What follows belongs to an exercise in optimizing a design on an open flow for small area and a short achievable clock period; a production flow would make more cautious choices. Function was not checked in any run shown here: the RTL went through the layout flow alone. Power is estimated from default activity; no workload was simulated.

## flow/design.v (module list and top-level ports; edited modules follow where they fit)
// module Adder32Bit: 5 lines
// module SignExtender: 8 lines
// module fullAdder: 6 lines
// module halfAdder: 6 lines
// module boothSel: 5 lines
// module boothSel0: 5 lines
// module alu_stage: 663 lines
module alu_stage(clk, a, b, imm, alu_src, alu_ctl, result, zero);
  // ...
==> flow/flow/run.sh <==
#!/bin/bash
# Layout flow: the standard flow (the standard.sh), except that
#  - the arithmetic primitive modules (full/half adders, Booth selectors) are
#    synthesized as the library cells given in flow/cells.v (the rest of the
#    design goes through the standard synthesis unchanged), each module kept
#    whole until the final flatten;
#  - ports are buffered with buf_4 cells.
set -euo pipefail
python3 flow/map.py design.v flow/cells.v design_mapped.v > map.log 2>&1
bash standard.sh VERILOG_FILES="$PWD/design_mapped.v" \
  BUFFER_PORTS_ARGS="-buffer_cell sky130_fd_sc_hd__buf_4" finish > standard.log 2>&1
==> flow/flow/cells.v <==
// Cell-level bodies for the design's arithmetic primitive modules. map.py puts
// these in place of the RTL bodies of the modules of the same names.
module fullAdder(cin, x, y, cout, s);
	input cin, x, y;
	output cout, s;
	sky130_fd_sc_hd__fa_1 c(.A(x), .B(y), .CIN(cin), .COUT(cout), .SUM(s));
endmodule
module halfAdder(x, y, cout, s);
	input x, y;
	output cout, s;
	sky130_fd_sc_hd__ha_1 c(.A(x), .B(y), .COUT(cout), .SUM(s));
endmodule
module boothSel(onen, twon, inv, an1, an0, pp);
	input onen, twon, inv, an1, an0;
	output pp;
	wire n;
	sky130_fd_sc_hd__o22ai_1 c0(.A1(onen), .A2(an1), .B1(twon), .B2(an0), .Y(n));
	sky130_fd_sc_hd__xor2_1 c1(.A(n), .B(inv), .X(pp));
endmodule
module boothSel0(onen, inv, an1, pp);
	input onen, inv, an1;
	output pp;
	wire n;
	sky130_fd_sc_hd__nor2_1 c0(.A(onen), .B(an1), .Y(n));
	sky130_fd_sc_hd__xor2_1 c1(.A(n), .B(inv), .X(pp));
endmodule
==> flow/flow/map.py <==
#!/usr/bin/env python3
"""map.py DESIGN CELLS OUT: copy DESIGN to OUT with the body of every module
that CELLS also defines replaced by CELLS's cell-level body."""
import re, sys
design, cells, out = sys.argv[1:4]
mod = re.compile(r'^\s*module\s+(\w+).*?^\s*endmodule\b', re.S | re.M)
repl = {m.group(1): m.group(0) for m in mod.finditer(open(cells).read())}
done = set()
def sub(m):
    name = m.group(1)
    if name in repl:
        done.add(name)
        return repl[name]
    return m.group(0)
text = mod.sub(sub, open(design).read())
missing = set(repl) - done
if missing:
    sys.exit(f"map.py: modules not found in {design}: {sorted(missing)}")
open(out, 'w').write(text)
==> flow/standard.sh <==
#!/bin/bash
# synth_recipe.tcl (not shown) runs the flow's synth.tcl, then flattens the netlist and writes it again
# the make line also repeats each setting of config.mk as NAME=value (left out here)
make -C /OpenROAD-flow-scripts/flow DESIGN_CONFIG=/design/flow/config.mk WORK_HOME=/design/flow/orfs CLKGATE_MAP_FILE= SYNTH_SCRIPT=/design/flow/synth_recipe.tcl "${@:-finish}"
==> flow/config.mk <==
export PLATFORM = sky130hd
export DESIGN_NAME = alu_stage
export DESIGN_NICKNAME = alu_stage
export VERILOG_FILES = /design/flow/design.v
export SDC_FILE = /design/flow/constraint.sdc
export NUM_CORES = 4
export LEC_CHECK = 0
export ABC_AREA = 1
export CAP_MARGIN = 20
export CORE_MARGIN = 2
export CORE_UTILIZATION = 40
export SLEW_MARGIN = 70
export SYNTH_HIERARCHICAL = 1
export SYNTH_MINIMUM_KEEP_SIZE = 0
==> flow/constraint.sdc <==
create_clock -name core_clock -period 15.0 [get_ports {clk}]
set_input_delay 3.0000 -clock core_clock [delete_from_list [all_inputs] [get_ports {clk}]]
set_output_delay 3.0000 -clock core_clock [all_outputs]
set_load 0.01 [all_outputs]
==> results.json, run 1 <==
{
  "result_of_the_run": "complete, no violations",
  "drt-pass1-iter-count": 7,
  "final.period_utilization": 0.359,
  "clkTransAtPathRegs_ns": 0.07,
  "clkbuf_count": 21,
  "mean_syn_cell_area_sq_um": 9.14,
  "critical_path.endpoint_type": "primary output",
  "layout_common_cells": "xor2_1, o22ai_1, fa_1",
  "cts_tree": "done",
  "switching_power_share_of_the_total": 0.458,
  "tritoncts.num_buffers": 17,
  "n_sequential_cell": 158,
  "max_slew_violations": 0,
  "global_route.peak_usage_layer": "met2",
  "placed_area_sq_mm": 0.0185,
  "worstPathArrival_ns": 2.38,
  "top_area_cell_class": "multi-input combinational cells",
  "fillCellCount": 3917,
  "post_synth_fa_ha_maj_area_fraction": 0.328,
  "multi_input_gates": 1491,
  "synth_area_in_simple_gates": 0.103,
  "tightest_slew_ns": 0.447,
  "reg2reg_depth": 14,
  "post_cts_setup_buffer_count": 0,
  "final_area_sq_mm": 0.0191,
  "grt_pass1_vias": 14684,
  "ys_async_sr_fraction": 0,
  "worst_slew_margin_rel": 0.702,
  "postLayoutCoreUtil": 0.466,
  "wirelength_um": 55900,
  "syn-num-nets": 2200,
  "floorplan.tapcells": 532,
  "start_util": 0.407,
  "fmax_mhz": 186
}
==> inputs of run 2 (changes only) <==
--- a/flow/flow/run.sh
+++ b/flow/flow/run.sh
@@ -6,3 +6,4 @@
 #    whole until the final flatten;
-#  - ports are buffered with buf_4 cells.
+#  - ports are buffered with buf_4 cells;
+#  - flip-flops driving many pins are upsized before the placement repair.
 set -euo pipefail
@@ -10,2 +11,3 @@
 bash standard.sh VERILOG_FILES="$PWD/design_mapped.v" \
-  BUFFER_PORTS_ARGS="-buffer_cell sky130_fd_sc_hd__buf_4" finish > standard.log 2>&1
+  BUFFER_PORTS_ARGS="-buffer_cell sky130_fd_sc_hd__buf_4" \
+  PRE_RESIZE_TCL="$PWD/flow/pre_resize.tcl" finish > standard.log 2>&1
==> flow/flow/pre_resize.tcl (new file) <==
# Before the placement repair: flip-flops whose output drives many pins get
# the library's strongest version of their own cell type.
set n 0
foreach inst [get_cells *] {
  set ref [get_property $inst ref_name]
  if {$ref ne "sky130_fd_sc_hd__dfxtp_1"} { continue }
  set q [get_pins -of_objects $inst -filter "direction == output"]
  set net [get_nets -of_objects $q]
  set fo [llength [get_pins -of_objects $net -filter "direction == input"]]
  if {$fo >= 8} {
    replace_cell $inst sky130_fd_sc_hd__dfxtp_4
    incr n
  }
}
puts "pre_resize: $n flip-flops upsized"
==> results.json, run 2 <==
{
  "synthToLayoutAreaGrowth_pct": 14.7,
  "drv.max_cap_violation_count": 0,
  "setup_viol_count_final": 0,
  "insertedDiodeCount": 0,
  "numPortBuffers": 111,
  "leakagePower_nw": 9.99,
  "vias_per_cell": 5.80,
  "ioPinCount": 112,
  "result_of_the_run": "complete, no violations",
  "crit_cells": 9,
  "start_util": 0.407,
  "gpl.final_weighted_congestion": 0.899,
  "final_area_sq_mm": 0.0191,
  "drt-pass1-iter-count": 5,
  "worst_clk_skew_ns": 0.0161,
  "reg2reg_end": "lo_q[19]$_DFF_P_",
  "syn-num-nets": 2200,
  "ys_types": 42,
  "post-route-drc-count": 0,
  "grt_use_met3": 0.0471,
  "netlist_top_cells_count": "xor2_1, o22ai_1, fa_1",
  "worstSetupStartpoint": "c_q$_DFF_P_",
  "layout-drive-gt1-share": 0.123,
  "holdCritStartpoint": "cr_q[0]$_DFF_P_",
  "start_kind": "register",
  "synth-seq-cells": 158,
  "cts_tree": "done",
  "dp_hpwl_um": 39700,
  "coreArea_sq_mm": 0.0409,
  "reg2reg_depth": 14,
  "post_cts_resize_count": 0,
  "fillCellCount": 3941,
  "final_antenna_net_count": 0,
  "clk_root_buffer_cell": "clkbuf_16",
  "post_synth_main_area_contributors": "fa_1, dfxtp_1, xor2_1, o22ai_1, ha_1",
  "worst-r2r-setup-slack_ns": 10.38,
  "clock_path_buffers": 2,
  "wirelength_um": 55600,
  "post_layout_min_period_ns": 5.29,
  "critical-path-max-stage-delay_ns": 0.54,
  "timing.final.ws_setup_ns": 9.71,
  "drtIter0Drc": 1624,
  "mean_syn_cell_area_sq_um": 9.14,
  "post_cts_setup_buffer_count": 0,
  "nets_final": 2342,
  "cp_data_required_time_ns": 12.00,
  "final_common_cell": "xor2_1",
  "timing.critical_path.cells": "inv_1, fa_1, inv_1, a211oi_1, nand2_1, nor2_1, nand2_1, nor3_1, buf_4",
  "synth_area_sq_mm": 0.0166,
  "layout_common_cells": "xor2_1, o22ai_1, fa_1",
  "grt_overflow": 0,
  "rows": 74,
  "grt_max_degree": 38,
  "path_delay_family": "adder cells",
  "detail_route.wl_per_cell_um": 22.2,
  "holdWs_ns": 0.829,
  "worst_slew_margin_rel": 0.705,
  "path_buf_inv": 3,
  "hold_viol": 0,
  "maximum_resistive_drop_on_vdd_uv": 91.0,
  "worstPathMaxFanout": 3,
  "tritoncts.num_buffers": 17,
  "global_route.peak_usage_layer": "met2",
  "placed_area_sq_mm": 0.0185,
  "critical-path-slowest-cell": "fa_1",
  "hold_path_class": "reg -> reg",
  "number_of_antenna_violations_at_the_first_check_in_global_routing": 0,
  "max_slew_violations": 0,
  "die_area_sq_mm": 0.0433,
  "grt_pass1_vias": 14688,
  "netlist.top_cell.by_area": "fa_1",
  "wire_length_of_the_first_global_routing_pass_um": 86400,
  "die_height_um": 208,
  "ys_warn_count": 7,
  "place_worst_setup_slack_ns": 10.11,
  "final.period_utilization": 0.353,
  "timing.setup.tns_ns": 0,
  "postCtsHoldBufs": 0,
  "clkSinkCount": 158,
  "synth_cells": 1821,
  "clkTransAtPathRegs_ns": 0.06,
  "tightest_slew_ns": 0.442,
  "clk-insertion-delay-late_ns": 0.45,
  "grt_util_met1": 0.368,
  "dominantRegCellSynth": "dfxtp_1",
  "final_cells": 2508,
  "grt_util_all_layers": 0.257,
  "power_per_cell_area_mw_per_mm2": 145,
  "placed_instances": 2476,
  "layout_top_registers": "an_q: 32 flops, cr_q: 32 flops, lo_q: 20 flops",
  "synth.most_common_cell": "xor2_1",
  "grt_setup_unrepaired": "no",
  "h-tree-depth": 4,
  "num_vias": 14552,
  "synth_top_area_share": 0.273,
  "critical_path.endpoint_type": "primary output",
  "fp.dieW_um": 208,
  "worstPathArrival_ns": 2.29,
  "synth_seq_area_share": 0.190,
  "reg2reg_from": "twon_q[0]$_DFF_P_",
  "critPathKind": "reg -> out",
  "ys_async_sr_fraction": 0,
  "endpoint": "zero",
  "groute.layer.met2.usage": 0.396,
  "number_of_synthesized_flops_with_an_enable_pin": 0,
  "fmax_mhz": 189
}
[run 2: area by class of cell]
cell class                 instances  area [sq um]  area share
tap                              532           666      0.0349
multi-input combinational       1491         12800       0.668
sequential                       158          3300       0.173
timing repair buffer             153          1270      0.0665
clock buffer                      22           474      0.0248
clock inverter                    10          76.3     0.00400
inverter                         142           551      0.0288
[run 2: per-stage QoR]
step	power, W	util
after floorplan	0.00176	-
after global placement	0.00233	0.444
after detailed placement	0.00236	0.453
after CTS	0.00277	0.466
after global routing	0.00302	0.466
final	0.00276	0.466
[run 2: worst reg2reg max path, stage by stage (launching register included)]
cell	delay, ns
dfxtp_4	0.46
buf_4	0.31
o22ai_1	0.14
xor2_1	0.23
fa_1	0.49
fa_1	0.54
fa_1	0.42
fa_1	0.52
fa_1	0.42
ha_1	0.37
nand3_1	0.13
nor2_1	0.14
nand4_1	0.11
nand3_1	0.13
xor2_1	0.13
[run 2: how the worst min path moves through the flow]
stage / endpoint / slack [ns] / cells after the start
floorplan: lo_q[0]$_DFF_P_ / 0.53 / 2
global placement: lo_q[0]$_DFF_P_ / 0.81 / 2
detailed placement: lo_q[0]$_DFF_P_ / 0.79 / 2
CTS: lo_q[0]$_DFF_P_ / 0.82 / 2
global route: lo_q[0]$_DFF_P_ / 0.84 / 2
finish: lo_q[0]$_DFF_P_ / 0.83 / 2
[run 2: Yosys stat by module (local to each module, per instance)]
module	cells inside	times used
boothSel0	2	16
alu_stage	1021	1
boothSel	2	256
halfAdder	1	31
fullAdder	1	225
[run 2: routing by layer]
metal	vias to the layer above	wire length, um
met2	780	24500
met5	-	0
met3	90	5100
met4	0	1350
li1	6590	-
met1	7092	24700
[run 2: cell families after synthesis]
kind of cell	synth area share
AO/OA/AOI/OAI	0.167
AND/OR/NAND/NOR	0.103
XOR/XNOR	0.167
adder cells (fa/ha/maj)	0.328
buffers and inverters	0.0458
flip-flops	0.190
[run 2: power by group]
part           switching, W  internal [W]
Combinational       0.00100      0.000751
Sequential        0.0000743      0.000520
Clock              0.000186      0.000227
Total               0.00126       0.00150

==> static timing again, ports no longer ideal <==
No port has a modelled driver above. Below, the same layouts with a new extraction and two added sets of constraints. Step 1 sets driving cells, clkbuf_16 on the clock port and buf_2 on the other inputs (assumed; they add their load-dependent delay and slew). Step 2 also shifts input and output timing later by t, the mid clock arrival at the registers, as if the neighbouring blocks saw the same clock. a / b / c = ideal / step 1 / step 2; a / b = the first two.
run | t (ns) | setup WS [ns] | worst setup path after step 2 | latest minus earliest clock arrival (ns)
run 1 | 0.504 | 9.622 / 9.570 / 10.074 | register to output | 0.017 / 0.018
run 2 | 0.491 | 9.710 / 9.659 / 10.150 | register to output | 0.017 / 0.016
After both steps every run listed still meets setup and hold.
